Context: an optimization exercise on an open-source flow, tuned for small area. The choices shown serve that exercise and are no tape-out recipe. Function was checked by simulation only, so behaviour that the tests miss may differ from the original. Power figures rest on the tool's default switching activity, not on a simulated workload. No driver is modelled on the clock port, so clocking that relies on it looks cheaper here than on a real chip.

===== flow/run.sh =====
#!/bin/bash
# synth_recipe.tcl (not shown) runs the flow's synth.tcl, then flattens the netlist and writes it again
# the make line also repeats each setting of config.mk as NAME=value (left out here)
make -C /OpenROAD-flow-scripts/flow DESIGN_CONFIG=/design/flow/config.mk WORK_HOME=/design/flow/orfs CLKGATE_MAP_FILE= SYNTH_SCRIPT=/design/flow/synth_recipe.tcl finish

===== flow/config.mk =====
export PLATFORM = sky130hd
export DESIGN_NAME = axi4_straddle_convertor
export DESIGN_NICKNAME = axi4_straddle_convertor
export VERILOG_FILES = /design/flow/design.v
export SDC_FILE = /design/flow/constraint.sdc
export NUM_CORES = 8
export LEC_CHECK = 0
export CAP_MARGIN = 20
export CORE_MARGIN = 2
export CORE_UTILIZATION = 40
export SLEW_MARGIN = 20
export SYNTH_HIERARCHICAL = 1
export SYNTH_MINIMUM_KEEP_SIZE = 0

===== flow/constraint.sdc =====
create_clock -name core_clock -period 6.0 [get_ports {ACLK}]
set_input_delay 1.2000 -clock core_clock [delete_from_list [all_inputs] [get_ports {ACLK}]]
set_output_delay 1.2000 -clock core_clock [all_outputs]
set_load 0.01 [all_outputs]

===== flow/design.v =====
module axi4_straddle_convertor #
(
    parameter integer AXI_TUSER_L        = 161,
    parameter integer BUFFER_SIZE        = 4
)
(
    input wire                                  ACLK,
    input wire                                  ARESETN,
    input wire [AXI_TUSER_L-1:0]               S_AXIS_TUSER,
    input wire [511:0]                         S_AXIS_TDATA,
    input wire [15:0]                          S_AXIS_TKEEP,
    input wire                                 S_AXIS_TLAST,
    input wire                                 S_AXIS_TVALID,
    output wire                                S_AXIS_TREADY,
    output wire [AXI_TUSER_L-1:0]              M_AXIS_TUSER,
    output wire [511:0]                        M_AXIS_TDATA,
    output wire [15:0]                         M_AXIS_TKEEP,
    output wire                                M_AXIS_TLAST,
    output wire                                M_AXIS_TVALID,
    input wire                                 M_AXIS_TREADY,
    output reg [1:0]                           error_invalid_state
);
wire [3:0] is_sop      = S_AXIS_TUSER[67:64];
wire [3:0] is_eop      = S_AXIS_TUSER[79:76];
wire [1:0] is_sop0_ptr = S_AXIS_TUSER[69:68];
wire [3:0] is_eop0_ptr = S_AXIS_TUSER[83:80];
wire [3:0] is_eop1_ptr = S_AXIS_TUSER[87:84];
reg [1:0] write_ptr0, read_ptr0;
reg [1:0] write_ptr1, read_ptr1;
reg       lane0_filled0, lane0_filled1;
reg       buffer0_full, buffer1_full;
reg [1:0] tlp_active;
reg [3:0] byte_lane_tracker;
reg       old_tlp;
reg [3:0] buffer0_eop, buffer1_eop;
reg       reading_from_buffer0;
reg       output_is_sop;
assign S_AXIS_TREADY = !buffer0_full && !buffer1_full;
wire s_fire = S_AXIS_TVALID && S_AXIS_TREADY;
reg [1:0] tlp_cur, tlp_nxt;
reg [3:0] blt_cur, blt_nxt;
reg       old_cur;
reg       illegal_sop, illegal_eop;
always @(*) begin
    tlp_cur = tlp_active;
    blt_cur = byte_lane_tracker;
    old_cur = old_tlp;
    illegal_sop = 1'b0;
    casez ({is_sop[1:0], tlp_active})
        4'b11??: begin tlp_cur = 2'b11; blt_cur = 4'b1001; old_cur = 1'b0; end
        4'b0100: begin tlp_cur = 2'b01; blt_cur = (is_sop0_ptr == 2'b00) ? 4'b0011 : 4'b0010; old_cur = 1'b0; end
        4'b0101: begin tlp_cur = 2'b11; blt_cur = (is_sop0_ptr == 2'b00) ? 4'b0110 : 4'b1001; old_cur = 1'b0; end
        4'b0110: begin tlp_cur = 2'b11; blt_cur = (is_sop0_ptr == 2'b00) ? 4'b1001 : 4'b0110; old_cur = 1'b1; end
        4'b00??: ;
        default: illegal_sop = 1'b1;
    endcase
    tlp_nxt = tlp_cur;
    blt_nxt = blt_cur;
    illegal_eop = 1'b0;
    casez ({is_eop[1:0], tlp_cur})
        4'b1111: begin tlp_nxt = 2'b00; blt_nxt = 4'b0000; end
        4'b0111: begin tlp_nxt = old_cur ? 2'b01 : 2'b10; blt_nxt = old_cur ? 4'b0011 : 4'b1100; end
        4'b0101: begin tlp_nxt = 2'b00; blt_nxt = 4'b0000; end
        4'b0110: begin tlp_nxt = 2'b00; blt_nxt = 4'b0000; end
        4'b00??: ;
        default: illegal_eop = 1'b1;
    endcase
end
wire [15:0] mask0 = S_AXIS_TKEEP & ((32'h1 << ({28'd0, is_eop0_ptr} + 32'd1)) - 32'd1);
wire [15:0] mask1 = S_AXIS_TKEEP & ((32'h1 << ({28'd0, is_eop1_ptr} + 32'd1)) - 32'd1);
wire end0 = tlp_cur[0] && !tlp_nxt[0];
wire end1 = tlp_cur[1] && !tlp_nxt[1];
wire [15:0] km0 = end0 ? ((is_eop[0] && !old_cur) ? mask0 : mask1) : S_AXIS_TKEEP;
wire [15:0] km1 = end1 ? ((is_eop[1] &&  old_cur) ? mask0 : mask1) : S_AXIS_TKEEP;
wire       act0 = s_fire && tlp_cur[0];
wire       act1 = s_fire && tlp_cur[1];
wire [1:0] l0 = blt_cur[1:0];
wire [1:0] l1 = blt_cur[3:2];
wire [1:0] nwp0 = write_ptr0 + 2'd1;
wire [1:0] nwp1 = write_ptr1 + 2'd1;
wire wlo0  = act0 && !lane0_filled0 && (l0 != 2'b00);
wire whi0  = act0 && ((l0 == 2'b11) || (lane0_filled0 && l0 != 2'b00));
wire wlon0 = act0 && lane0_filled0 && (l0 == 2'b11);
wire wlo1  = act1 && !lane0_filled1 && (l1 != 2'b00);
wire whi1  = act1 && ((l1 == 2'b11) || (lane0_filled1 && l1 != 2'b00));
wire wlon1 = act1 && lane0_filled1 && (l1 == 2'b11);
wire slo0 = (l0 == 2'b10) || (l0 == 2'b11 && lane0_filled0);
wire shi0 = (l0 == 2'b10) || (l0 == 2'b11 && !lane0_filled0);
wire slo1 = (l1 == 2'b10) || (l1 == 2'b11 && lane0_filled1);
wire shi1 = (l1 == 2'b10) || (l1 == 2'b11 && !lane0_filled1);
wire [255:0] din_lo0, din_hi0, din_lo1, din_hi1;
genvar b;
generate
for (b = 0; b < 256; b = b + 1) begin : g_din
    straddle_muxi u_lo0 (.s(slo0), .a(S_AXIS_TDATA[b]), .b(S_AXIS_TDATA[256+b]), .y(din_lo0[b]));
    straddle_muxi u_hi0 (.s(shi0), .a(S_AXIS_TDATA[b]), .b(S_AXIS_TDATA[256+b]), .y(din_hi0[b]));
    straddle_muxi u_lo1 (.s(slo1), .a(S_AXIS_TDATA[b]), .b(S_AXIS_TDATA[256+b]), .y(din_lo1[b]));
    straddle_muxi u_hi1 (.s(shi1), .a(S_AXIS_TDATA[b]), .b(S_AXIS_TDATA[256+b]), .y(din_hi1[b]));
end
endgenerate
wire [7:0]   kin_lo0 = slo0 ? km0[15:8] : km0[7:0];
wire [7:0]   kin_hi0 = shi0 ? km0[15:8] : km0[7:0];
wire [7:0]   kin_lo1 = slo1 ? km1[15:8] : km1[7:0];
wire [7:0]   kin_hi1 = shi1 ? km1[15:8] : km1[7:0];
reg [255:0] d0_lo [0:3];
reg [255:0] d0_hi [0:3];
reg [255:0] d1_lo [0:3];
reg [255:0] d1_hi [0:3];
reg [7:0]   k0_lo [0:3];
reg [7:0]   k0_hi [0:3];
reg [7:0]   k1_lo [0:3];
reg [7:0]   k1_hi [0:3];
genvar e;
generate
for (e = 0; e < 4; e = e + 1) begin : g_ent
    wire lo_we0 = (wlo0 && write_ptr0 == e) || (wlon0 && nwp0 == e);
    wire hi_we0 = whi0 && write_ptr0 == e;
    wire lo_we1 = (wlo1 && write_ptr1 == e) || (wlon1 && nwp1 == e);
    wire hi_we1 = whi1 && write_ptr1 == e;
    always @(posedge ACLK) begin
        if (lo_we0) begin d0_lo[e] <= din_lo0; k0_lo[e] <= kin_lo0; end
        if (hi_we0) d0_hi[e] <= din_hi0;
        if (lo_we0 || hi_we0) k0_hi[e] <= hi_we0 ? kin_hi0 : 8'h00;
        if (lo_we1) begin d1_lo[e] <= din_lo1; k1_lo[e] <= kin_lo1; end
        if (hi_we1) d1_hi[e] <= din_hi1;
        if (lo_we1 || hi_we1) k1_hi[e] <= hi_we1 ? kin_hi1 : 8'h00;
    end
end
endgenerate
wire has0 = (write_ptr0 != read_ptr0);
wire has1 = (write_ptr1 != read_ptr1);
wire rd0  = has0 && (!has1 || reading_from_buffer0);
assign M_AXIS_TVALID = has0 || has1;
wire [3:0] sel0 = {4{rd0}}  & (4'b0001 << read_ptr0);
wire [3:0] sel1 = {4{!rd0}} & (4'b0001 << read_ptr1);
wire [3:0] nsel0 = ~sel0;
wire [3:0] nsel1 = ~sel1;
wire [511:0] q0 [0:3];
wire [511:0] q1 [0:3];
genvar q;
generate
for (q = 0; q < 4; q = q + 1) begin : g_q
    assign q0[q] = {d0_hi[q], d0_lo[q]};
    assign q1[q] = {d1_hi[q], d1_lo[q]};
end
for (b = 0; b < 512; b = b + 1) begin : g_out
    straddle_out8 u_o (.ns({nsel1, nsel0}),
                       .q({q1[3][b], q1[2][b], q1[1][b], q1[0][b], q0[3][b], q0[2][b], q0[1][b], q0[0][b]}),
                       .y(M_AXIS_TDATA[b]));
end
endgenerate
reg [15:0]  tkeep;
integer i;
always @(*) begin
    tkeep = 16'd0;
    for (i = 0; i < 4; i = i + 1)
        tkeep = tkeep | ({16{sel0[i]}} & {k0_hi[i], k0_lo[i]})
                      | ({16{sel1[i]}} & {k1_hi[i], k1_lo[i]});
end
wire eop0_rd = buffer0_eop[read_ptr0];
wire eop1_rd = buffer1_eop[read_ptr1];
assign M_AXIS_TKEEP = tkeep;
assign M_AXIS_TLAST = rd0 ? eop0_rd : eop1_rd;
reg [3:0] out_eop_ptr;
integer j;
always @(*) begin
    out_eop_ptr = 4'd0;
    for (j = 1; j < 16; j = j + 1)
        if (tkeep[j]) out_eop_ptr = j[3:0];
end
assign M_AXIS_TUSER = {{(AXI_TUSER_L-84){1'b0}}, out_eop_ptr, 3'b000, M_AXIS_TLAST,
                       11'd0, output_is_sop, 64'd0};
wire m_fire = M_AXIS_TVALID && M_AXIS_TREADY;
always @(posedge ACLK) begin
    if (!ARESETN) begin
        write_ptr0 <= 2'd0;
        read_ptr0  <= 2'd0;
        write_ptr1 <= 2'd0;
        read_ptr1  <= 2'd0;
        tlp_active <= 2'b00;
        byte_lane_tracker <= 4'b0000;
        buffer0_full <= 1'b0;
        buffer1_full <= 1'b0;
        old_tlp <= 1'b0;
        buffer0_eop <= 4'b0000;
        buffer1_eop <= 4'b0000;
        lane0_filled0 <= 1'b0;
        lane0_filled1 <= 1'b0;
        reading_from_buffer0 <= 1'b1;
        output_is_sop <= 1'b1;
        error_invalid_state <= 2'b00;
    end else begin
        if (s_fire) begin
            tlp_active <= tlp_nxt;
            byte_lane_tracker <= blt_nxt;
            old_tlp <= old_cur;
            error_invalid_state <= error_invalid_state | {illegal_sop, illegal_eop};
        end
        if (act0) begin
            if (end0) begin
                if (wlon0) buffer0_eop[nwp0] <= 1'b1;
                else       buffer0_eop[write_ptr0] <= 1'b1;
            end else begin
                buffer0_eop[write_ptr0] <= 1'b0;
            end
            if (end0 || (lane0_filled0 && l0 != 2'b00) || l0 == 2'b11)
                write_ptr0 <= nwp0;
            if (end0)
                lane0_filled0 <= 1'b0;
            else if (l0 == 2'b01 || l0 == 2'b10)
                lane0_filled0 <= !lane0_filled0;
        end
        if (act1) begin
            if (end1) begin
                if (wlon1) buffer1_eop[nwp1] <= 1'b1;
                else       buffer1_eop[write_ptr1] <= 1'b1;
            end else begin
                buffer1_eop[write_ptr1] <= 1'b0;
            end
            if (end1 || (lane0_filled1 && l1 != 2'b00) || l1 == 2'b11)
                write_ptr1 <= nwp1;
            if (end1)
                lane0_filled1 <= 1'b0;
            else if (l1 == 2'b01 || l1 == 2'b10)
                lane0_filled1 <= !lane0_filled1;
        end
        if (m_fire) begin
            if (rd0) begin
                read_ptr0 <= read_ptr0 + 2'd1;
                if (eop0_rd && has1) reading_from_buffer0 <= 1'b0;
                output_is_sop <= eop0_rd;
            end else begin
                read_ptr1 <= read_ptr1 + 2'd1;
                if (eop1_rd && has0) reading_from_buffer0 <= 1'b1;
                output_is_sop <= eop1_rd;
            end
        end
        buffer0_full <= (nwp0 == read_ptr0) || (lane0_filled0 && (nwp0 + 2'd1 == read_ptr0));
        buffer1_full <= (nwp1 == read_ptr1) || (lane0_filled1 && (nwp1 + 2'd1 == read_ptr1));
    end
end
endmodule
module straddle_muxi (input wire s, input wire a, input wire b, output wire y);
assign y = ~(s ? b : a);
endmodule
module straddle_out8 (input wire [7:0] ns, input wire [7:0] q, output wire y);
assign y = ~&(ns | q);
endmodule

==> results.py, run 1 <==
metrics = {
    "run_status": {
        "status": "no timing/DRC/antenna violations",
    },
    "logic_synthesis": {
        "synthArstFlopShare_pct": 0,
        "ys_types": 82,
        "netlist_instances": 8720,
        "synth-seq-cells": 4255,
        "syn-cell-area_um2": 160000,
        "synthTopCellsByCount": "edfxtp_1 (4224), o22ai_1 (2050), mux2i_1 (1081), or4_1 (512), buf_4 (160)",
        "synth-edff-count": 4224,
        "synthFlopType": "edfxtp_1",
        "seq_area_frac_synth_pct": 79.5,
        "yosys.area.top_type": "edfxtp_1",
        "synth.most_common_cell": "edfxtp_1",
        "synth_area_leaders": "edfxtp_1 (79%), o22ai_1 (8.0%), mux2i_1 (6.8%), or4_1 (2.4%), buf_4 (0.75%)",
        "synth_top_area_share_pct": 79.1,
        "yosys_warnings": 15,
        "avgSynthCellArea_um2": 18.4,
    },
    "setup_path": {
        "cp-start-kind": "flip-flop",
        "cpPeakStageDelay_ns": 0.67,
        "cp_max_fo": 23,
        "r2r_cells": 9,
        "critical_path_class": "reg2out",
        "r2r_slack_ns": 2.05,
        "cp.required_ns": 4.80,
        "path_cells": "xnor2_4, nand2_1, a21boi_4, buf_12, nand2_8, buf_16, buf_4, o22ai_1, or4_1, clkdlybuf4s50_1",
        "cp.arrival_ns": 4.69,
        "rr_endpoint": "d1_hi[1][146]",
        "worstReg2RegStart": "tlp_active[0]",
        "slowest_stage": "or4_1",
        "critPathCaptureType": "primary output",
    },
    "clocking": {
        "cts.path.max_buffers": 4,
        "clkTransAtPathRegs_ns": 0.06,
        "numCtsBuffers": 426,
        "cts_tree": "built",
        "cts_num_sinks": 4255,
        "cts_htree_levels": 5,
        "cts_root_buffer": "clkbuf_16",
        "insertion_delay_ns": 1.00,
    },
    "routing": {
        "drtIter0Drc": 11000,
        "ant_nets": 0,
        "dr.pass1.iters": 8,
        "vias_per_cell": 6.15,
        "drc": 0,
        "wl_per_cell_um": 34.4,
        "wl_mm": 565,
        "dr_total_vias": 101000,
    },
    "place": {
        "portBuffers": 1084,
        "place_congestion": 0.845,
        "pre_cts_ws_ns": 0.686,
        "dp.cells": 15600,
        "place_hpwl_mm": 352,
    },
    "worst_hold_path": {
        "hp-start": "error_invalid_state[1]",
        "hold_depth": 2,
        "hold_path_class": "reg2reg",
        "worstHoldEndpoint": "error_invalid_state[1]",
    },
    "power_and_ir_drop": {
        "power_density_nw_per_um2": 429,
        "p_leak_nw": 64.6,
        "ir_drop_mv": 0.452,
    },
    "timing": {
        "setup_tns_ns": 0,
        "whs_ns": 0.484,
        "hold_violations": 0,
        "fin_ws_ns": 0.115,
        "fin_crit_ns": 5.89,
        "finalClockSkew_ns": 0.0600,
        "rsz0062_at_grt": "false",
        "maxSlewViolCount": 0,
        "slew_headroom_pct": 28.7,
        "tightest_slew_ns": 1.06,
        "finalCritPeriodShare_pct": 98.1,
        "setup_violations": 0,
        "timing.fmax_mhz": 170,
    },
    "grt": {
        "overflow": 0,
        "grt_util_all_layers_pct": 26.8,
        "grt_pass1_vias": 100000,
        "grt_max_degree": 95,
        "antenna_found_initial": 127,
        "grt_pass1_wl_mm": 779,
    },
    "job": {
        "max_cap_viol_count": 0,
    },
    "layout": {
        "n_fill_cell": 32400,
        "final_nets": 11500,
        "instances_no_fill": 16400,
        "layout-drive-gt1-share_pct": 11.2,
        "area_delta_synth_final_pct": 23.5,
    },
    "die": {
        "die_w_um": 637,
        "rows": 232,
        "core_area_um2": 399000,
        "fp.dieH_um": 637,
        "ios": 1388,
        "initial_utilization_pct": 40.2,
        "die_area_um2": 406000,
    },
}
sequential cells by signal, summed over array words and instances, names as in the netlist, 4 cells and up:
name               cells
buffer0_eop            4
buffer1_eop            4
byte_lane_tracker      4
d0_hi               1024
d0_lo               1024
d1_hi               1024
d1_lo               1024
k0_hi                 32
k0_lo                 32
k1_hi                 32
k1_lo                 32
kinds of logic (layout without fill, tap and decap cells):
logic type,Yosys count,count (layout),synth area share (%)
multiplexers,1111,1111,6.99
buffers and inverters,251,2474,0.990
other,2,202,0.00469
AND/OR/NAND/NOR,786,790,3.19
adder cells (fa/ha/maj),32,32,0.250
flip-flops,4255,4255,79.5
XOR/XNOR,10,10,0.0640
AO/OA/AOI/OAI,2273,2274,8.97
where the power goes:
group	leakage, nW	switching, mW	internal (mW)	total, mW
Combinational	19.7	15.0	9.37	24.4
Sequential	38.4	0.212	34.6	34.8
Clock	6.53	11.2	14.5	25.7
Total	64.6	26.5	58.4	84.9
Yosys stat by module (local to each module, per instance):
module | cells inside | flops+latches | cell area (µm²)
straddle_muxi | 1 | 0 | 10.0
axi4_straddle_convertor | 5136 | 4255 | 133000
straddle_out8 | 5 | 0 | 32.5
how the worst max path moves through the flow:
stage / from / endpoint / slack, ns
detailed placement: S_AXIS_TUSER[69] / d1_hi[1][146] / 0.69
global route: read_ptr0[1] / M_AXIS_TDATA[56] / 0.02
global placement: S_AXIS_TUSER[69] / d1_hi[1][146] / 0.62
floorplan: write_ptr0[0] / M_AXIS_TDATA[0] / -1.67
finish: read_ptr0[1] / M_AXIS_TDATA[184] / 0.11
CTS: read_ptr1[0] / M_AXIS_TDATA[481] / -0.009
layer usage:
metal	global-route usage (%)	share of wire, %	up-vias
met5	0	0.10	-
met4	12.9	5.3	88
met3	5.23	8.8	1146
met2	43.0	47	5882
met1	35.1	39	52200
li1	-	-	41500
placed cells by master (no fill, tap or decap), types with 7 or more instances in the layout:
cell	n
a21oi_1	39
a221oi_1	10
a22o_1	10
a22oi_1	50
and2_1	7
and3_1	10
buf_12	226
buf_4	334
bufinv_16	30
clkbuf_1	91
clkbuf_16	431
clkdlybuf4s50_1	1080
clkinv_1	110
clkinv_2	71
clkinv_4	8
clkinvlp_4	16
conb_1	157
dfxtp_1	29
diode_2	45
edfxtp_1	4224
ha_1	29
inv_1	31
inv_16	8
inv_6	8
mux2_2	23
mux2i_1	1081
nand2_1	65
nand2_8	8
nand3_1	14
nor2_1	108
nor2_4	8
nor3_1	10
o21ai_0	49
o21ai_1	9
o22ai_1	2050
or4_1	512
worst max-delay path, delay by kind of cell, from the launching register on:
family                    cells  cell delay [ns]
buffers and inverters         4             1.49
xor gates and xnor gates      1             0.21
and+or+nand+nor               3             1.02
DFF                           1             0.57
AOI/OAI and AO/OA             2             0.32
final cells by class:
cell class	instances	area (µm²)	area share, %
diodes	45	113	0.0569
inverters	44	243	0.123
clock buffers	522	11100	5.62
multi-input cells	4374	32100	16.2
flip-flops and latches	4255	127000	64.4
clock inverters	253	2240	1.13
well taps	5265	6590	3.33
repair buffers	1655	18100	9.14
through the flow:
| step | instance area (µm²) | util (%) | power, mW |
|---|---|---|---|
| 4_1_cts | 198000 | 49.5 | 85.1 |
| 3_3_place_gp | 184000 | 46.1 | 59.2 |
| 5_1_grt | 198000 | 49.6 | 87.0 |
| 3_5_place_dp | 184000 | 46.1 | 59.3 |
| 6_report | 198000 | 49.6 | 84.9 |
| 2_1_floorplan | 161000 | - | 45.0 |
timing repair:
item / 4_1_cts / 5_1_grt
pin swaps: 3 / 1
hold buffers: 0 / 0
setup buffers: 16 / 7
resized for setup: 15 / 7
gates cloned: 4 / 1
setup endpoints to repair: 402 / 56
==> run 2: changes to the inputs <==
--- a/flow/design.v
+++ b/flow/design.v
@@ -68,4 +68,10 @@
 end
-wire [15:0] mask0 = S_AXIS_TKEEP & ((32'h1 << ({28'd0, is_eop0_ptr} + 32'd1)) - 32'd1);
-wire [15:0] mask1 = S_AXIS_TKEEP & ((32'h1 << ({28'd0, is_eop1_ptr} + 32'd1)) - 32'd1);
+reg [15:0] mask0, mask1;
+integer m;
+always @(*) begin
+    for (m = 0; m < 16; m = m + 1) begin
+        mask0[m] = S_AXIS_TKEEP[m] && (m <= is_eop0_ptr);
+        mask1[m] = S_AXIS_TKEEP[m] && (m <= is_eop1_ptr);
+    end
+end
 wire end0 = tlp_cur[0] && !tlp_nxt[0];
@@ -100,6 +106,6 @@
 endgenerate
-wire [7:0]   kin_lo0 = slo0 ? km0[15:8] : km0[7:0];
-wire [7:0]   kin_hi0 = shi0 ? km0[15:8] : km0[7:0];
-wire [7:0]   kin_lo1 = slo1 ? km1[15:8] : km1[7:0];
-wire [7:0]   kin_hi1 = shi1 ? km1[15:8] : km1[7:0];
+wire [7:0]   kin_lo0 = ~(slo0 ? km0[15:8] : km0[7:0]);
+wire [7:0]   kin_hi0 = ~(shi0 ? km0[15:8] : km0[7:0]);
+wire [7:0]   kin_lo1 = ~(slo1 ? km1[15:8] : km1[7:0]);
+wire [7:0]   kin_hi1 = ~(shi1 ? km1[15:8] : km1[7:0]);
 reg [255:0] d0_lo [0:3];
@@ -122,6 +128,6 @@
         if (hi_we0) d0_hi[e] <= din_hi0;
-        if (lo_we0 || hi_we0) k0_hi[e] <= hi_we0 ? kin_hi0 : 8'h00;
+        if (lo_we0 || hi_we0) k0_hi[e] <= hi_we0 ? kin_hi0 : 8'hff;
         if (lo_we1) begin d1_lo[e] <= din_lo1; k1_lo[e] <= kin_lo1; end
         if (hi_we1) d1_hi[e] <= din_hi1;
-        if (lo_we1 || hi_we1) k1_hi[e] <= hi_we1 ? kin_hi1 : 8'h00;
+        if (lo_we1 || hi_we1) k1_hi[e] <= hi_we1 ? kin_hi1 : 8'hff;
     end
@@ -133,6 +139,7 @@
 assign M_AXIS_TVALID = has0 || has1;
-wire [3:0] sel0 = {4{rd0}}  & (4'b0001 << read_ptr0);
-wire [3:0] sel1 = {4{!rd0}} & (4'b0001 << read_ptr1);
-wire [3:0] nsel0 = ~sel0;
-wire [3:0] nsel1 = ~sel1;
+reg  [7:0] nsel_q;
+wire [3:0] nsel0 = nsel_q[3:0];
+wire [3:0] nsel1 = nsel_q[7:4];
+wire [3:0] sel0  = ~nsel0;
+wire [3:0] sel1  = ~nsel1;
 wire [511:0] q0 [0:3];
@@ -151,14 +158,22 @@
 endgenerate
-reg [15:0]  tkeep;
-integer i;
-always @(*) begin
-    tkeep = 16'd0;
-    for (i = 0; i < 4; i = i + 1)
-        tkeep = tkeep | ({16{sel0[i]}} & {k0_hi[i], k0_lo[i]})
-                      | ({16{sel1[i]}} & {k1_hi[i], k1_lo[i]});
-end
-wire eop0_rd = buffer0_eop[read_ptr0];
-wire eop1_rd = buffer1_eop[read_ptr1];
+wire [15:0] tkeep;
+generate
+for (b = 0; b < 16; b = b + 1) begin : g_kout
+    if (b < 8) begin : g_l
+        straddle_out8 u_o (.ns({nsel1, nsel0}),
+                           .q({k1_lo[3][b], k1_lo[2][b], k1_lo[1][b], k1_lo[0][b],
+                               k0_lo[3][b], k0_lo[2][b], k0_lo[1][b], k0_lo[0][b]}),
+                           .y(tkeep[b]));
+    end else begin : g_h
+        straddle_out8 u_o (.ns({nsel1, nsel0}),
+                           .q({k1_hi[3][b-8], k1_hi[2][b-8], k1_hi[1][b-8], k1_hi[0][b-8],
+                               k0_hi[3][b-8], k0_hi[2][b-8], k0_hi[1][b-8], k0_hi[0][b-8]}),
+                           .y(tkeep[b]));
+    end
+end
+endgenerate
+wire tlast;
+straddle_out8 u_tlast (.ns({nsel1, nsel0}), .q(~{buffer1_eop, buffer0_eop}), .y(tlast));
 assign M_AXIS_TKEEP = tkeep;
-assign M_AXIS_TLAST = rd0 ? eop0_rd : eop1_rd;
+assign M_AXIS_TLAST = tlast;
 reg [3:0] out_eop_ptr;
@@ -173,2 +188,26 @@
 wire m_fire = M_AXIS_TVALID && M_AXIS_TREADY;
+wire eop0_rd = buffer0_eop[read_ptr0];
+wire eop1_rd = buffer1_eop[read_ptr1];
+wire adv0 = act0 && (end0 || (lane0_filled0 && l0 != 2'b00) || l0 == 2'b11);
+wire adv1 = act1 && (end1 || (lane0_filled1 && l1 != 2'b00) || l1 == 2'b11);
+wire [1:0] write_ptr0_n = adv0 ? nwp0 : write_ptr0;
+wire [1:0] write_ptr1_n = adv1 ? nwp1 : write_ptr1;
+wire [1:0] read_ptr0_n  = (m_fire &&  rd0) ? read_ptr0 + 2'd1 : read_ptr0;
+wire [1:0] read_ptr1_n  = (m_fire && !rd0) ? read_ptr1 + 2'd1 : read_ptr1;
+reg        rfb0_n;
+always @(*) begin
+    rfb0_n = reading_from_buffer0;
+    if (m_fire) begin
+        if (rd0) begin
+            if (eop0_rd && has1) rfb0_n = 1'b0;
+        end else begin
+            if (eop1_rd && has0) rfb0_n = 1'b1;
+        end
+    end
+end
+wire has0_n = (write_ptr0_n != read_ptr0_n);
+wire has1_n = (write_ptr1_n != read_ptr1_n);
+wire rd0_n  = has0_n && (!has1_n || rfb0_n);
+wire [7:0] nsel_n = ~{{4{!rd0_n}} & (4'b0001 << read_ptr1_n),
+                      {4{ rd0_n}} & (4'b0001 << read_ptr0_n)};
 always @(posedge ACLK) begin
@@ -191,2 +230,3 @@
         error_invalid_state <= 2'b00;
+        nsel_q <= 8'b1110_1111;
     end else begin
@@ -205,4 +245,2 @@
             end
-            if (end0 || (lane0_filled0 && l0 != 2'b00) || l0 == 2'b11)
-                write_ptr0 <= nwp0;
             if (end0)
@@ -219,4 +257,2 @@
             end
-            if (end1 || (lane0_filled1 && l1 != 2'b00) || l1 == 2'b11)
-                write_ptr1 <= nwp1;
             if (end1)
@@ -226,13 +262,10 @@
         end
-        if (m_fire) begin
-            if (rd0) begin
-                read_ptr0 <= read_ptr0 + 2'd1;
-                if (eop0_rd && has1) reading_from_buffer0 <= 1'b0;
-                output_is_sop <= eop0_rd;
-            end else begin
-                read_ptr1 <= read_ptr1 + 2'd1;
-                if (eop1_rd && has0) reading_from_buffer0 <= 1'b1;
-                output_is_sop <= eop1_rd;
-            end
-        end
+        write_ptr0 <= write_ptr0_n;
+        write_ptr1 <= write_ptr1_n;
+        read_ptr0  <= read_ptr0_n;
+        read_ptr1  <= read_ptr1_n;
+        reading_from_buffer0 <= rfb0_n;
+        nsel_q <= nsel_n;
+        if (m_fire)
+            output_is_sop <= rd0 ? eop0_rd : eop1_rd;
         buffer0_full <= (nwp0 == read_ptr0) || (lane0_filled0 && (nwp0 + 2'd1 == read_ptr0));
==> flow/flow/run.sh (new file) <==
#!/bin/bash
# Standard synthesis and layout; the only change is the cell used to buffer the ports
# (buf_1 instead of the resizer's default pick).
set -euo pipefail
bash standard.sh synth > synth.log 2>&1
bash standard.sh "BUFFER_PORTS_ARGS=-buffer_cell sky130_fd_sc_hd__buf_1" finish > layout.log 2>&1
==> flow/standard.sh (new file) <==
#!/bin/bash
# synth_recipe.tcl (not shown) runs the flow's synth.tcl, then flattens the netlist and writes it again
# the make line also repeats each setting of config.mk as NAME=value (left out here)
make -C /OpenROAD-flow-scripts/flow DESIGN_CONFIG=/design/flow/config.mk WORK_HOME=/design/flow/orfs CLKGATE_MAP_FILE= SYNTH_SCRIPT=/design/flow/synth_recipe.tcl "${@:-finish}"
--- a/flow/config.mk
+++ b/flow/config.mk
@@ -7,6 +7,9 @@
 export LEC_CHECK = 0
-export CAP_MARGIN = 20
+export CAP_MARGIN = 40
 export CORE_MARGIN = 2
-export CORE_UTILIZATION = 40
-export SLEW_MARGIN = 20
+export CORE_UTILIZATION = 70
+export CTS_BUF_LIST = sky130_fd_sc_hd__clkbuf_16
+export CTS_CLUSTER_DIAMETER = 60
+export CTS_CLUSTER_SIZE = 30
+export SLEW_MARGIN = 40
 export SYNTH_HIERARCHICAL = 1
removed: flow/run.sh
==> results.py, run 2 <==
metrics = {
    "run_status": {
        "status": "no timing/DRC/antenna violations",
    },
    "logic_synthesis": {
        "syn-cell-area_um2": 160000,
        "seq_area_frac_synth_pct": 79.7,
        "netlist_instances": 8736,
        "synth_top_area_share_pct": 79.2,
        "synthArstFlopShare_pct": 0,
        "avgSynthCellArea_um2": 18.3,
        "synthFlopType": "edfxtp_1",
        "yosys_warnings": 15,
        "synth_area_leaders": "edfxtp_1 (79%), o22ai_1 (8.3%), mux2i_1 (6.6%), or4_1 (2.5%), buf_4 (0.75%)",
        "synth-edff-count": 4224,
        "yosys.area.top_type": "edfxtp_1",
        "synthTopCellsByCount": "edfxtp_1 (4224), o22ai_1 (2117), mux2i_1 (1055), or4_1 (531), buf_4 (160)",
        "ys_types": 70,
        "synth.most_common_cell": "edfxtp_1",
        "synth-seq-cells": 4263,
    },
    "grt": {
        "grt_use_met2_pct": 62.2,
        "grt_util_all_layers_pct": 41.6,
        "grt.met3_usage_pct": 13.1,
        "grt_max_degree": 133,
        "grt_pass1_wl_mm": 690,
        "busiest_layer": "met2",
        "antenna_found_initial": 198,
        "grt_pass1_vias": 96300,
        "grt_use_met1_pct": 54.7,
        "overflow": 0,
    },
    "layout": {
        "final_nets": 10900,
        "fin_util_pct": 78.3,
        "final_cell_mix": "edfxtp_1 (4224), o22ai_1 (2117), buf_1 (1084)",
        "final_common_cell": "edfxtp_1",
        "area_delta_synth_final_pct": 11.2,
        "layout-drive-gt1-share_pct": 6.31,
    },
    "setup_path": {
        "cp.arrival_ns": 4.27,
        "cpLargestDelayFamily": "buffers and inverters",
        "critical_path_class": "reg2out",
        "path_cells": "buf_12, buf_4, o22ai_1, or4_1, buf_1",
        "cp-start-kind": "flip-flop",
        "critPathCaptureType": "primary output",
        "slowest_stage": "buf_4",
        "crit_buf_inv": 3,
        "cp_max_fo": 94,
        "cp.required_ns": 4.80,
        "cpPeakStageDelay_ns": 0.82,
    },
    "die": {
        "ios": 1388,
        "rows": 175,
        "fp.dieH_um": 482,
        "die_area_um2": 233000,
        "core_area_um2": 227000,
        "die_w_um": 482,
        "initial_utilization_pct": 70.4,
    },
    "place": {
        "place_hpwl_mm": 279,
        "portBuffers": 1084,
        "place_congestion": 0.866,
    },
    "routing": {
        "drtIter0Drc": 14800,
        "dr_total_vias": 100000,
        "vias_per_cell": 7.41,
        "wl_mm": 491,
        "wl_per_cell_um": 36.4,
        "ant_nets": 0,
        "dr.pass1.iters": 6,
        "drc": 0,
    },
    "clocking": {
        "post_cts_buffers": 0,
        "cts_hold_buf": 0,
        "cts.path.max_buffers": 3,
        "cts_resized": 0,
        "cts_tree": "built",
        "insertion_delay_ns": 0.93,
        "cts_num_sinks": 4263,
        "cts_htree_levels": 4,
        "cts_root_buffer": "clkbuf_16",
        "clkTransAtPathRegs_ns": 0.09,
        "numCtsBuffers": 201,
    },
    "timing": {
        "finalClockSkew_ns": 0.0467,
        "whs_ns": 0.499,
        "maxSlewViolCount": 0,
        "timing.fmax_mhz": 183,
        "setup_violations": 0,
        "hold_violations": 0,
        "fin_crit_ns": 5.47,
        "slew_headroom_pct": 25.8,
        "tightest_slew_ns": 1.11,
        "rsz0062_at_grt": "false",
        "finalCritPeriodShare_pct": 91.1,
    },
    "worst_hold_path": {
        "hold_path_class": "reg2reg",
    },
    "power_and_ir_drop": {
        "p_leak_nw": 56.2,
        "power_density_nw_per_um2": 376,
        "ir_drop_mv": 0.364,
    },
    "job": {
        "max_cap_viol_count": 0,
    },
}
-- run 2: modules after synthesis (local to each module, per instance) --
module	cell area (µm²)	copies in the design
straddle_muxi	10.0	1024
straddle_out8	32.5	529
axi4_straddle_convertor	133000	1
-- run 2: kinds of logic (layout without fill, tap and decap cells) --
family	count (synthesis)	count (layout)	synth area share (%)
other	1	291	0.00234
XOR/XNOR	19	19	0.109
AO/OA/AOI/OAI	2312	2312	9.10
multiplexers	1068	1068	6.70
adder cells (fa/ha/maj)	22	22	0.172
flip-flops	4263	4263	79.7
AND/OR/NAND/NOR	815	815	3.33
buffers and inverters	236	1699	0.934
-- run 2: cell type report --
class	instances	area, µm²
inverter	34	185
timing repair buffer	1298	7210
clock buffer	208	5200
clock inverter	159	1900
sequential	4263	128000
fill	12500	49300
antenna	136	340
multi-input combinational	4391	31900
tap	3009	3760
-- run 2: per-stage QoR --
step	instance area (µm²)	setup TNS (ns)	setup WS (ns)	instances	total power [mW]
6_report	178000	0	0.535	13500	67.0
5_1_grt	178000	0	0.453	13500	68.5
4_1_cts	178000	0	0.540	13400	66.5
3_5_place_dp	171000	0	0.943	13000	50.2
3_3_place_gp	170000	0	1.12	13000	49.8
2_1_floorplan	161000	-3356.22	-1.71	8890	44.3
-- run 2: worst paths after layout --
path         slack, ns  cells past startpoint                      to                    from
max reg2reg       1.81                     11             k1_hi[0][1]           tlp_active[0]
min reg2reg       0.50                      1  error_invalid_state[0]  error_invalid_state[0]
max               0.53                      5       M_AXIS_TDATA[405]               nsel_q[7]
min               0.50                      1  error_invalid_state[0]  error_invalid_state[0]
-- run 2: where the power goes --
part / switching (mW) / internal, mW / total [mW] / leakage (nW)
logic: 10.6 / 4.03 / 14.6 / 14.3
registers: 0.401 / 35.0 / 35.4 / 38.4
clock network: 9.75 / 7.20 / 16.9 / 3.44
total: 20.8 / 46.2 / 67.0 / 56.2
-- run 2: routing by layer --
layer	routed length, µm	vias up	share of wire (%)
met4	29900	130	6.1
li1	-	40400	-
met1	163000	50200	33
met2	226000	8099	46
met3	70900	1235	14
met5	789	-	0.16
==> run 3: changes to the inputs <==
--- a/flow/design.v
+++ b/flow/design.v
@@ -32,3 +32,3 @@
 reg [1:0] tlp_active;
-reg [3:0] byte_lane_tracker;
+reg       lane_x;
 reg       old_tlp;
@@ -40,8 +40,9 @@
 reg [1:0] tlp_cur, tlp_nxt;
-reg [3:0] blt_cur, blt_nxt;
+reg       x_cur, x_nxt;
 reg       old_cur;
 reg       illegal_sop, illegal_eop;
+wire      sp0z = (is_sop0_ptr == 2'b00);
 always @(*) begin
     tlp_cur = tlp_active;
-    blt_cur = byte_lane_tracker;
+    x_cur   = lane_x;
     old_cur = old_tlp;
@@ -49,6 +50,6 @@
     casez ({is_sop[1:0], tlp_active})
-        4'b11??: begin tlp_cur = 2'b11; blt_cur = 4'b1001; old_cur = 1'b0; end
-        4'b0100: begin tlp_cur = 2'b01; blt_cur = (is_sop0_ptr == 2'b00) ? 4'b0011 : 4'b0010; old_cur = 1'b0; end
-        4'b0101: begin tlp_cur = 2'b11; blt_cur = (is_sop0_ptr == 2'b00) ? 4'b0110 : 4'b1001; old_cur = 1'b0; end
-        4'b0110: begin tlp_cur = 2'b11; blt_cur = (is_sop0_ptr == 2'b00) ? 4'b1001 : 4'b0110; old_cur = 1'b1; end
+        4'b11??: begin tlp_cur = 2'b11; x_cur = 1'b0;  old_cur = 1'b0; end
+        4'b0100: begin tlp_cur = 2'b01; x_cur = !sp0z; old_cur = 1'b0; end
+        4'b0101: begin tlp_cur = 2'b11; x_cur = sp0z;  old_cur = 1'b0; end
+        4'b0110: begin tlp_cur = 2'b11; x_cur = !sp0z; old_cur = 1'b1; end
         4'b00??: ;
@@ -57,9 +58,9 @@
     tlp_nxt = tlp_cur;
-    blt_nxt = blt_cur;
+    x_nxt   = x_cur;
     illegal_eop = 1'b0;
     casez ({is_eop[1:0], tlp_cur})
-        4'b1111: begin tlp_nxt = 2'b00; blt_nxt = 4'b0000; end
-        4'b0111: begin tlp_nxt = old_cur ? 2'b01 : 2'b10; blt_nxt = old_cur ? 4'b0011 : 4'b1100; end
-        4'b0101: begin tlp_nxt = 2'b00; blt_nxt = 4'b0000; end
-        4'b0110: begin tlp_nxt = 2'b00; blt_nxt = 4'b0000; end
+        4'b1111: begin tlp_nxt = 2'b00; x_nxt = 1'b0; end
+        4'b0111: begin tlp_nxt = old_cur ? 2'b01 : 2'b10; x_nxt = 1'b0; end
+        4'b0101: begin tlp_nxt = 2'b00; x_nxt = 1'b0; end
+        4'b0110: begin tlp_nxt = 2'b00; x_nxt = 1'b0; end
         4'b00??: ;
@@ -82,4 +83,4 @@
 wire       act1 = s_fire && tlp_cur[1];
-wire [1:0] l0 = blt_cur[1:0];
-wire [1:0] l1 = blt_cur[3:2];
+wire [1:0] l0 = !tlp_cur[0] ? 2'b00 : x_cur ? 2'b10 : tlp_cur[1] ? 2'b01 : 2'b11;
+wire [1:0] l1 = !tlp_cur[1] ? 2'b00 : !tlp_cur[0] ? 2'b11 : x_cur ? 2'b01 : 2'b10;
 wire [1:0] nwp0 = write_ptr0 + 2'd1;
@@ -219,3 +220,3 @@
         tlp_active <= 2'b00;
-        byte_lane_tracker <= 4'b0000;
+        lane_x <= 1'b0;
         buffer0_full <= 1'b0;
@@ -234,3 +235,3 @@
             tlp_active <= tlp_nxt;
-            byte_lane_tracker <= blt_nxt;
+            lane_x <= x_nxt;
             old_tlp <= old_cur;
==> flow/flow/run.sh (replaced) <==
#!/bin/bash
# Standard synthesis and layout, with two changes: the ports are buffered with buf_1
# (instead of the resizer's default pick), and the clock tree is built without dummy loads.
set -euo pipefail
CTS="-sink_clustering_enable -repair_clock_nets -buf_list sky130_fd_sc_hd__clkbuf_16"
CTS="$CTS -sink_clustering_size 30 -sink_clustering_max_diameter 60 -dont_use_dummy_load"
bash standard.sh synth > synth.log 2>&1
bash standard.sh "BUFFER_PORTS_ARGS=-buffer_cell sky130_fd_sc_hd__buf_1" "CTS_ARGS=$CTS" finish > layout.log 2>&1
==> results.py, run 3 <==
metrics = {
    "place": {
        "pre_cts_ws_ns": 0.987,
        "place_hpwl_mm": 284,
        "place_congestion": 0.909,
        "dp.cells": 13000,
        "portBuffers": 1084,
    },
    "worst_hold_path": {
        "hold_path_class": "reg2reg",
        "hold_depth": 1,
    },
    "grt": {
        "grt_util_all_layers_pct": 41.4,
        "antenna_found_initial": 177,
        "grt_pass1_wl_mm": 685,
        "grt_pass1_vias": 96200,
        "grt_max_degree": 116,
        "overflow": 0,
    },
    "setup_path": {
        "cp_common_cell": "a21oi_1",
        "cp-start-kind": "flip-flop",
        "cp.arrival_ns": 3.95,
        "critical_path_class": "reg2out",
        "slowest_stage": "dfxtp_4",
        "cpPeakStageDelay_ns": 0.85,
        "path_cells": "buf_4, o22ai_1, or4_1, a21oi_1, o21bai_1, a21oi_1, o21bai_1, a21oi_1, o31ai_1, buf_1",
        "cp.required_ns": 4.80,
        "r2r_cells": 9,
        "cp_max_fo": 33,
        "critPathCaptureType": "primary output",
    },
    "timing": {
        "finalCritPeriodShare_pct": 85.9,
        "tightest_slew_ns": 1.00,
        "setup_violations": 0,
        "slew_headroom_pct": 33.3,
        "maxSlewViolCount": 0,
        "fin_crit_ns": 5.15,
        "whs_ns": 0.480,
        "finalClockSkew_ns": 0.114,
        "hold_violations": 0,
        "fin_ws_ns": 0.847,
        "timing.fmax_mhz": 194,
        "rsz0062_at_grt": "false",
    },
    "routing": {
        "vias_per_cell": 7.45,
        "ant_nets": 0,
        "dr_total_vias": 99200,
        "drtIter0Drc": 14500,
        "drc": 0,
        "wl_mm": 489,
        "wl_per_cell_um": 36.7,
        "dr.pass1.iters": 8,
    },
    "logic_synthesis": {
        "synthTopCellsByCount": "edfxtp_1 (4224), o22ai_1 (2121), mux2i_1 (1053), or4_1 (529), buf_4 (160)",
        "netlist_instances": 8725,
        "avgSynthCellArea_um2": 18.4,
        "synth-edff-count": 4224,
        "yosys.area.top_type": "edfxtp_1",
        "synth_area_leaders": "edfxtp_1 (79%), o22ai_1 (8.3%), mux2i_1 (6.6%), or4_1 (2.5%), buf_4 (0.75%)",
        "ys_types": 80,
        "yosys_warnings": 15,
        "seq_area_frac_synth_pct": 79.6,
        "synthFlopType": "edfxtp_1",
        "synthArstFlopShare_pct": 0,
        "synth_top_area_share_pct": 79.2,
        "synth-seq-cells": 4260,
        "synth.most_common_cell": "edfxtp_1",
        "syn-cell-area_um2": 160000,
    },
    "clocking": {
        "clkTransAtPathRegs_ns": 0.09,
        "cts_tree": "built",
        "cts_root_buffer": "clkbuf_16",
        "cts.path.max_buffers": 3,
        "insertion_delay_ns": 0.93,
        "cts_htree_levels": 4,
        "cts_num_sinks": 4260,
        "post_cts_buffers": 0,
        "cts_hold_buf": 0,
        "cts_resized": 0,
        "numCtsBuffers": 202,
    },
    "power_and_ir_drop": {
        "ir_drop_mv": 0.333,
        "power_density_nw_per_um2": 333,
        "p_leak_nw": 54.6,
    },
    "die": {
        "rows": 175,
        "ios": 1388,
        "die_area_um2": 233000,
        "initial_utilization_pct": 70.4,
        "die_w_um": 482,
        "fp.dieH_um": 482,
        "core_area_um2": 227000,
    },
    "layout": {
        "final_cell_mix": "edfxtp_1 (4224), o22ai_1 (2121), buf_1 (1084)",
        "final_nets": 10900,
        "area_delta_synth_final_pct": 10.2,
        "n_fill_cell": 12800,
        "final_common_cell": "edfxtp_1",
        "layout-drive-gt1-share_pct": 4.99,
        "instances_no_fill": 13300,
    },
    "run_status": {
        "status": "no timing/DRC/antenna violations",
    },
    "job": {
        "max_cap_viol_count": 0,
    },
}
[run 3: cell count changes after synthesis, sizes merged, moves of 9 or more]
cell    change
nand2b     -18
a21oi      +13
nand2      +19
nand3       +9
nor2       -11
clkbuf     -10
[run 3: cell type report]
type | instances | area, µm² | share of cell area (%)
sequential | 4260 | 128000 | 72.3
multi-input combinational | 4381 | 31800 | 18.0
timing repair buffer | 1305 | 7640 | 4.33
clock buffer | 202 | 5050 | 2.87
tap | 3009 | 3760 | 2.13
antenna | 128 | 320 | 0.182
inverter | 38 | 213 | 0.121
[run 3: path summary, 6_finish.rpt]
kind | start | endpoint | slack (ns)
worst min-delay path | error_invalid_state[1] | error_invalid_state[1] | 0.48
worst max register to register | tlp_active[0] | d0_hi[1][108] | 1.76
worst max-delay path | nsel_q[4] | M_AXIS_TUSER[80] | 0.85
worst min register to register | error_invalid_state[1] | error_invalid_state[1] | 0.48
[run 3: routing by layer]
layer	track usage, %	part of all wire [%]	vias to the layer above
met3	12.3	14	1164
li1	-	-	40100
met1	54.9	33	49900
met4	23.4	5.9	116
met5	0	0.15	-
met2	62.2	46	7999
[run 3: per-module statistics from Yosys (local to each module, per instance)]
| module | flip-flops and latches | copies in the design |
|---|---|---|
| axi4_straddle_convertor | 4260 | 1 |
| straddle_out8 | 0 | 529 |
| straddle_muxi | 0 | 1024 |
[run 3: per-stage QoR]
stage                     total power, mW   TNS, ns  instance area (µm²)  utilization [%]
final                                58.8         0               176000             77.5
after global routing                 60.1         0               176000             77.5
after CTS                            58.4         0               176000             77.4
after detailed placement             44.7         0               171000             75.2
after global placement               44.5         0               171000             75.1
after floorplan                      40.2  -3016.78               161000                -
[run 3: cells by family (layout without fill, tap and decap cells)]
logic type	count (synthesis)	in the layout	share of synthesized area, %
flip-flops	4260	4260	79.6
AO/OA/AOI/OAI	2303	2303	9.08
multiplexers	1068	1068	6.75
AND/OR/NAND/NOR	820	820	3.33
buffers and inverters	238	1545	0.952
adder cells (fa/ha/maj)	18	18	0.141
XOR/XNOR	17	17	0.0930
other	1	283	0.00234
[run 3: worst max-delay path, delay by kind of cell (launching register included)]
family	cells	cell delay (ns)
compound gates	7	0.89
simple gates	1	0.67
buf+inv	2	0.65
flops	1	0.85
[run 3: where the power goes]
group | total, mW | switching (mW) | internal, mW
logic | 10.1 | 7.38 | 2.75
registers | 34.3 | 0.316 | 34.0
clock network | 14.4 | 8.40 | 5.98
==> run 4: changes to the inputs <==
--- a/flow/design.v
+++ b/flow/design.v
@@ -69,14 +69,11 @@
 end
-reg [15:0] mask0, mask1;
-integer m;
-always @(*) begin
-    for (m = 0; m < 16; m = m + 1) begin
-        mask0[m] = S_AXIS_TKEEP[m] && (m <= is_eop0_ptr);
-        mask1[m] = S_AXIS_TKEEP[m] && (m <= is_eop1_ptr);
-    end
-end
 wire end0 = tlp_cur[0] && !tlp_nxt[0];
 wire end1 = tlp_cur[1] && !tlp_nxt[1];
-wire [15:0] km0 = end0 ? ((is_eop[0] && !old_cur) ? mask0 : mask1) : S_AXIS_TKEEP;
-wire [15:0] km1 = end1 ? ((is_eop[1] &&  old_cur) ? mask0 : mask1) : S_AXIS_TKEEP;
+wire [3:0] eptr0 = (is_eop[0] && !old_cur) ? is_eop0_ptr : is_eop1_ptr;
+wire [3:0] eptr1 = (is_eop[1] &&  old_cur) ? is_eop0_ptr : is_eop1_ptr;
+function [7:0] half_mask(input h, input [3:0] e);
+    integer k;
+    for (k = 0; k < 8; k = k + 1)
+        half_mask[k] = h ? (e[3] && k <= e[2:0]) : (e[3] || k <= e[2:0]);
+endfunction
 wire       act0 = s_fire && tlp_cur[0];
@@ -107,6 +104,10 @@
 endgenerate
-wire [7:0]   kin_lo0 = ~(slo0 ? km0[15:8] : km0[7:0]);
-wire [7:0]   kin_hi0 = ~(shi0 ? km0[15:8] : km0[7:0]);
-wire [7:0]   kin_lo1 = ~(slo1 ? km1[15:8] : km1[7:0]);
-wire [7:0]   kin_hi1 = ~(shi1 ? km1[15:8] : km1[7:0]);
+wire [7:0] klo0 = slo0 ? S_AXIS_TKEEP[15:8] : S_AXIS_TKEEP[7:0];
+wire [7:0] khi0 = shi0 ? S_AXIS_TKEEP[15:8] : S_AXIS_TKEEP[7:0];
+wire [7:0] klo1 = slo1 ? S_AXIS_TKEEP[15:8] : S_AXIS_TKEEP[7:0];
+wire [7:0] khi1 = shi1 ? S_AXIS_TKEEP[15:8] : S_AXIS_TKEEP[7:0];
+wire [7:0] kin_lo0 = ~(klo0 & (end0 ? half_mask(slo0, eptr0) : 8'hff));
+wire [7:0] kin_hi0 = ~(khi0 & (end0 ? half_mask(shi0, eptr0) : 8'hff));
+wire [7:0] kin_lo1 = ~(klo1 & (end1 ? half_mask(slo1, eptr1) : 8'hff));
+wire [7:0] kin_hi1 = ~(khi1 & (end1 ? half_mask(shi1, eptr1) : 8'hff));
 reg [255:0] d0_lo [0:3];
==> results.py, run 4 <==
metrics = {
    "logic_synthesis": {
        "synth-seq-cells": 4260,
        "syn-cell-area_um2": 160000,
        "synth_area_leaders": "edfxtp_1 (79%), o22ai_1 (8.3%), mux2i_1 (6.5%), or4_1 (2.5%), buf_4 (0.77%)",
        "netlist_instances": 8651,
        "yosys_warnings": 15,
        "ys_types": 69,
        "synthArstFlopShare_pct": 0,
        "synth_top_area_share_pct": 79.4,
        "yosys.area.top_type": "edfxtp_1",
        "synth-edff-count": 4224,
        "synthFlopType": "edfxtp_1",
        "seq_area_frac_synth_pct": 79.9,
        "avgSynthCellArea_um2": 18.5,
        "synth.most_common_cell": "edfxtp_1",
        "synthTopCellsByCount": "edfxtp_1 (4224), o22ai_1 (2116), mux2i_1 (1041), or4_1 (531), buf_4 (163)",
    },
    "die": {
        "rows": 175,
        "die_area_um2": 232000,
        "initial_utilization_pct": 70.3,
        "ios": 1388,
        "core_area_um2": 227000,
        "die_w_um": 482,
        "fp.dieH_um": 482,
    },
    "setup_path": {
        "cp-start-kind": "flip-flop",
        "critical_path_class": "reg2out",
        "cp.arrival_ns": 3.94,
        "cp.required_ns": 4.80,
        "worstReg2RegStart": "tlp_active[0]",
        "r2r_slack_ns": 1.80,
        "critPathCaptureType": "primary output",
        "r2r_cells": 10,
        "cp_max_fo": 38,
        "rr_endpoint": "d0_lo[2][129]",
    },
    "clocking": {
        "cts_resized": 0,
        "insertion_delay_ns": 0.92,
        "cts.path.max_buffers": 3,
        "post_cts_buffers": 0,
        "cts_num_sinks": 4260,
        "cts_root_buffer": "clkbuf_16",
        "cts_htree_levels": 4,
        "numCtsBuffers": 203,
        "cts_tree": "built",
        "cts_hold_buf": 0,
        "clkTransAtPathRegs_ns": 0.07,
    },
    "timing": {
        "hold_violations": 0,
        "fin_crit_ns": 5.14,
        "setup_violations": 0,
        "whs_ns": 0.459,
        "tightest_slew_ns": 0.936,
        "timing.fmax_mhz": 195,
        "maxSlewViolCount": 0,
        "finalClockSkew_ns": 0.0796,
        "finalCritPeriodShare_pct": 85.6,
        "setup_tns_ns": 0,
        "slew_headroom_pct": 37.6,
        "rsz0062_at_grt": "false",
    },
    "worst_hold_path": {
        "hold_path_class": "reg2reg",
        "worstHoldEndpoint": "error_invalid_state[0]",
        "hp-start": "error_invalid_state[0]",
        "hold_depth": 2,
    },
    "layout": {
        "stdcell_area_um2": 176000,
        "n_fill_cell": 12800,
        "final_nets": 10800,
        "area_delta_synth_final_pct": 10.0,
        "layout-drive-gt1-share_pct": 4.98,
        "fin_util_pct": 77.4,
        "final_cell_mix": "edfxtp_1 (4224), o22ai_1 (2116), buf_1 (1084)",
        "final_common_cell": "edfxtp_1",
    },
    "routing": {
        "wl_mm": 491,
        "dr_total_vias": 99300,
        "wl_per_cell_um": 37.0,
        "vias_per_cell": 7.48,
        "drc": 0,
        "drtIter0Drc": 14800,
        "ant_nets": 0,
        "dr.pass1.iters": 7,
    },
    "grt": {
        "grt_util_all_layers_pct": 41.6,
        "grt_max_degree": 131,
        "grt_pass1_wl_mm": 686,
        "antenna_found_initial": 204,
        "grt_pass1_vias": 96200,
        "overflow": 0,
    },
    "power_and_ir_drop": {
        "fin_total_pwr_mw": 58.6,
        "p_leak_nw": 54.4,
        "ir_drop_mv": 0.356,
        "power_density_nw_per_um2": 334,
    },
    "run_status": {
        "status": "no timing/DRC/antenna violations",
    },
    "place": {
        "place_area_um2": 170000,
        "portBuffers": 1084,
        "place_congestion": 0.870,
        "place_hpwl_mm": 277,
    },
    "job": {
        "max_cap_viol_count": 0,
    },
}
==> run 4: cell types whose count changed after synthesis, sizes merged, moves of 10 or more <==
| cell | delta |
|---|---|
| maj3 | +28 |
| o21a | -13 |
| mux2i | -12 |
| inv | +11 |
| a221o | +10 |
| nand2 | -11 |
| or2 | -10 |
==> run 4: logic make-up (layout without fill, tap and decap cells) <==
kind of cell,after synthesis,in the layout,share of synthesized area (%)
multiplexers,1056,1056,6.64
adder cells (fa/ha/maj),46,46,0.320
buffers and inverters,234,1552,0.953
AO/OA/AOI/OAI,2264,2264,8.94
flip-flops,4260,4260,79.9
other,1,299,0.00235
AND/OR/NAND/NOR,773,773,3.18
XOR/XNOR,17,17,0.102
==> run 4: worst max-delay path, cell delays in order, from the launching register on <==
cell and delay (ns):
dfxtp_4 0.72, buf_4 0.65, o22ai_1 0.16, or4_1 0.74
nor4_1 0.48, nand2_1 0.13, buf_1 0.17
==> run 4: area by class of cell <==
type | instances | area (µm²) | area share [%]
antenna | 144 | 360 | 0.205
clock buffer | 203 | 5080 | 2.89
sequential | 4260 | 128000 | 72.6
inverter | 48 | 195 | 0.111
tap | 3009 | 3760 | 2.14
multi-input combinational | 4311 | 31400 | 17.9
timing repair buffer | 1301 | 7320 | 4.16
==> run 4: report_power, final <==
group          internal [mW]  switching (mW)  leakage (nW)
logic                   2.74            7.26          13.4
registers               34.0           0.269          38.5
clock network           6.01            8.40          2.50
total                   42.7            15.9          54.4
==> run 4: worst max path at each step <==
| stage | from | end | slack, ns | cells past startpoint |
|---|---|---|---|---|
| 3_5_place_dp | S_AXIS_TUSER[65] | d0_lo[1][59] | 0.89 | 11 |
| 5_1_grt | nsel_q[3] | M_AXIS_TUSER[82] | 0.85 | 6 |
| 4_1_cts | nsel_q[3] | M_AXIS_TUSER[82] | 0.92 | 6 |
| 2_1_floorplan | S_AXIS_TUSER[69] | d0_hi[2][0] | -3.11 | 7 |
| 6_report | nsel_q[3] | M_AXIS_TUSER[82] | 0.86 | 6 |
| 3_3_place_gp | S_AXIS_TUSER[65] | d0_lo[1][28] | 0.98 | 11 |
==> run 4: per-stage QoR <==
step | worst slack (ns) | std cells
after floorplan | -3.11 | 8805
final | 0.865 | 13300
after global routing | 0.852 | 13200
after CTS | 0.922 | 13100
after detailed placement | 0.893 | 12900
after global placement | 0.975 | 12900
==> run 4: modules after synthesis, one instance, submodules excluded <==
module	area, µm²	flops+latches	cells	times used
straddle_out8	32.5	0	5	529
straddle_muxi	10.0	0	1	1024
axi4_straddle_convertor	132000	4260	4982	1
==> run 4: per-layer routing <==
layer / wire (µm) / global-route usage (%) / share of wire [%] / up-vias
li1: - / - / - / 39900
met1: 161000 / 54.6 / 33 / 49500
met2: 225000 / 61.8 / 46 / 8359
met3: 72900 / 13.2 / 15 / 1353
met4: 31000 / 25.1 / 6.3 / 130
met5: 801 / 0 / 0.16 / -
==> run 5: changes to the inputs <==
--- a/flow/flow/run.sh
+++ b/flow/flow/run.sh
@@ -5,3 +5,3 @@
 CTS="-sink_clustering_enable -repair_clock_nets -buf_list sky130_fd_sc_hd__clkbuf_16"
-CTS="$CTS -sink_clustering_size 30 -sink_clustering_max_diameter 60 -dont_use_dummy_load"
+CTS="$CTS -sink_clustering_size 30 -sink_clustering_max_diameter 80 -dont_use_dummy_load"
 bash standard.sh synth > synth.log 2>&1
==> results.py, run 5 <==
metrics = {
    "run_status": {
        "status": "no timing/DRC/antenna violations",
    },
    "layout": {
        "area_delta_synth_final_pct": 9.42,
        "final_common_cell": "edfxtp_1",
        "n_fill_cell": 12900,
        "final_cell_mix": "edfxtp_1 (4224), o22ai_1 (2116), buf_1 (1084)",
        "multi_input_area_um2": 31400,
        "layout-drive-gt1-share_pct": 4.61,
        "final-seq-area_um2": 128000,
        "final_nets": 10800,
    },
    "clocking": {
        "clkTransAtPathRegs_ns": 0.10,
        "cts_root_buffer": "clkbuf_16",
        "numCtsBuffers": 165,
        "cts.path.max_buffers": 3,
        "cts_hold_buf": 0,
        "cts_num_sinks": 4260,
        "post_cts_buffers": 0,
        "cts_tree": "built",
        "cts_htree_levels": 4,
        "cts_resized": 0,
        "insertion_delay_ns": 0.91,
    },
    "grt": {
        "grt_pass1_vias": 96000,
        "antenna_found_initial": 213,
        "overflow": 0,
        "grt_max_degree": 131,
        "grt_util_all_layers_pct": 41.5,
        "grt_pass1_wl_mm": 685,
    },
    "timing": {
        "setup_tns_ns": 0,
        "finalCritPeriodShare_pct": 85.3,
        "fin_crit_ns": 5.12,
        "tightest_slew_ns": 0.960,
        "finalClockSkew_ns": 0.0987,
        "hold_violations": 0,
        "slew_headroom_pct": 36.0,
        "maxSlewViolCount": 0,
        "rsz0062_at_grt": "false",
        "fin_ws_ns": 0.885,
        "timing.fmax_mhz": 196,
        "setup_violations": 0,
    },
    "logic_synthesis": {
        "synth-edff-count": 4224,
        "synth-seq-cells": 4260,
        "seq_area_frac_synth_pct": 79.9,
        "avgSynthCellArea_um2": 18.5,
        "yosys_warnings": 15,
        "synth_area_leaders": "edfxtp_1 (79%), o22ai_1 (8.3%), mux2i_1 (6.5%), or4_1 (2.5%), buf_4 (0.77%)",
        "yosys.area.top_type": "edfxtp_1",
        "synth_top_family_by_area": "compound AO/OA/AOI/OAI gates",
        "synth_compound_area_share_pct": 8.94,
        "synthFlopType": "edfxtp_1",
        "syn-cell-area_um2": 160000,
        "synth.most_common_cell": "edfxtp_1",
        "synth_fa_ha_area_share_pct": 0.320,
        "synthTopCellsByCount": "edfxtp_1 (4224), o22ai_1 (2116), mux2i_1 (1041), or4_1 (531), buf_4 (163)",
        "synth_xor_area_share_pct": 0.102,
        "netlist_instances": 8651,
        "synthMuxAreaShare_pct": 6.64,
        "synth-simple-area-share_pct": 3.18,
        "synthArstFlopShare_pct": 0,
        "ys_types": 69,
        "synth_top_area_share_pct": 79.4,
    },
    "power_and_ir_drop": {
        "ir_drop_mv": 0.399,
        "p_leak_nw": 53.9,
        "power_density_nw_per_um2": 328,
    },
    "setup_path": {
        "worstReg2RegStart": "tlp_active[0]",
        "cp-start-kind": "flip-flop",
        "critical_path_class": "reg2out",
        "critPathCaptureType": "primary output",
        "cp.required_ns": 4.80,
        "r2r_slack_ns": 1.75,
        "cp_max_fo": 38,
        "startpoint": "nsel_q[3]",
        "cp.arrival_ns": 3.92,
    },
    "worst_hold_path": {
        "hold_path_class": "reg2reg",
        "hp-start": "error_invalid_state[0]",
    },
    "routing": {
        "wl_mm": 489,
        "dr_total_vias": 98700,
        "drc": 0,
        "drtIter0Drc": 14600,
        "dr.pass1.iters": 8,
        "wl_per_cell_um": 36.9,
        "vias_per_cell": 7.46,
        "ant_nets": 0,
    },
    "die": {
        "initial_utilization_pct": 70.3,
        "core_area_um2": 227000,
        "die_w_um": 482,
        "fp.dieH_um": 482,
        "die_area_um2": 232000,
        "ios": 1388,
        "rows": 175,
    },
    "job": {
        "max_cap_viol_count": 0,
    },
    "place": {
        "place_hpwl_mm": 277,
        "portBuffers": 1084,
        "place_congestion": 0.870,
        "pre_cts_ws_ns": 0.893,
    },
}
[run 5: cell count changes in the layout (fill, tap and decap cells not counted)]
| cell | before | now |
|---|---|---|
| clkbuf_16 | 203 | 165 |
| buf_12 | 111 | 110 |
| diode_2 | 144 | 142 |
[run 5: worst max-delay path, cell delays in order, from the launching register on]
cell	delay, ns
dfxtp_4	0.73
buf_4	0.66
o22ai_1	0.16
or4_1	0.77
nor4_1	0.47
nand2_1	0.12
buf_1	0.16
[run 5: final cells by class]
| type | instances | share of cell area, % |
|---|---|---|
| Antenna cell | 142 | 0.203 |
| Inverter | 48 | 0.112 |
| Tap cell | 3009 | 2.15 |
| Timing Repair Buffer | 1300 | 4.18 |
| Clock buffer | 165 | 2.36 |
| Sequential cell | 4260 | 73.0 |
| Multi-Input combinational cell | 4311 | 18.0 |
[run 5: power breakdown]
part / switching, mW / internal, mW / total [mW]
registers: 0.271 / 34.0 / 34.2
clock network: 8.17 / 4.96 / 13.1
logic: 7.24 / 2.74 / 9.97
[run 5: routing by layer]
layer	share of wire (%)	vias up	global-route usage [%]	wire length (µm)
li1	-	39800	-	-
met2	46	8136	61.7	226000
met1	33	49400	54.2	161000
met3	15	1247	13.4	71400
met4	6.1	142	25.2	30000
met5	0.18	-	0	889
[run 5: logic make-up after synthesis]
logic type,count (synthesis)
AO/OA/AOI/OAI,2264
XOR/XNOR,17
adder cells (fa/ha/maj),46
buffers and inverters,234
flip-flops,4260
multiplexers,1056
other,1
AND/OR/NAND/NOR,773
[run 5: Yosys stat by module, one instance, submodules excluded]
module / times used / cell area, µm²
axi4_straddle_convertor: 1 / 132000
straddle_muxi: 1024 / 10.0
straddle_out8: 529 / 32.5
[run 5: worst paths after layout]
path,to,cells past startpoint
max,M_AXIS_TUSER[82],6
min,error_invalid_state[0],2
max reg2reg,d0_lo[2][89],10
min reg2reg,error_invalid_state[0],2
[run 5: stage by stage]
stage / util, % / instance area (µm²) / total power [mW] / hold WS [ns] / std cells
floorplan: - / 160000 / 40.5 / 0.455 / 8805
global placement: 74.8 / 170000 / 44.3 / 0.446 / 12900
detailed placement: 75.0 / 170000 / 44.5 / 0.443 / 12900
CTS: 76.8 / 174000 / 57.0 / 0.466 / 13100
global route: 76.9 / 175000 / 58.6 / 0.496 / 13200
finish: 77.0 / 175000 / 57.3 / 0.463 / 13200

-- afterwards: timing with drivers on the ports --
Ports are ideal in the flow. The routed layouts listed here were re-timed in OpenROAD.
Step 1: set_driving_cell puts a clkbuf_16 on ACLK and a buf_2 on each other input, an assumption about the parent block.
Step 2 times the ports against the registers' clock, not the clock port: input delays grow and output delays shrink by t, the midpoint of the rising clock arrivals with the driver on.
Slacks: no drivers / after step 1 / after step 2; pairs: no drivers / after step 1.
| run | t, ns | setup WS [ns] | hold WS [ns] | slew at the worst register clock pin (ns) |
|---|---|---|---|---|
| run 1 | 1.069 | 0.115 / 0.014 / 0.662 | 0.484 / 0.484 / 0.484 | 0.07 / 0.07 |
| run 2 | 1.014 | 0.535 / 0.423 / 0.704 | 0.499 / 0.499 / 0.499 | 0.11 / 0.11 |
| run 3 | 0.969 | 0.847 / 0.743 / 0.762 | 0.480 / 0.480 / 0.480 | 0.11 / 0.11 |
| run 4 | 0.975 | 0.865 / 0.767 / 0.838 | 0.459 / 0.459 / 0.459 | 0.11 / 0.11 |
| run 5 | 0.964 | 0.885 / 0.778 / 0.812 | 0.463 / 0.463 / 0.463 | 0.11 / 0.11 |
After both steps setup and hold are still met in every run listed. For run 3, which loses most, drivers alone change the setup slack by -0.104 ns; drivers and shift together by -0.085 ns.
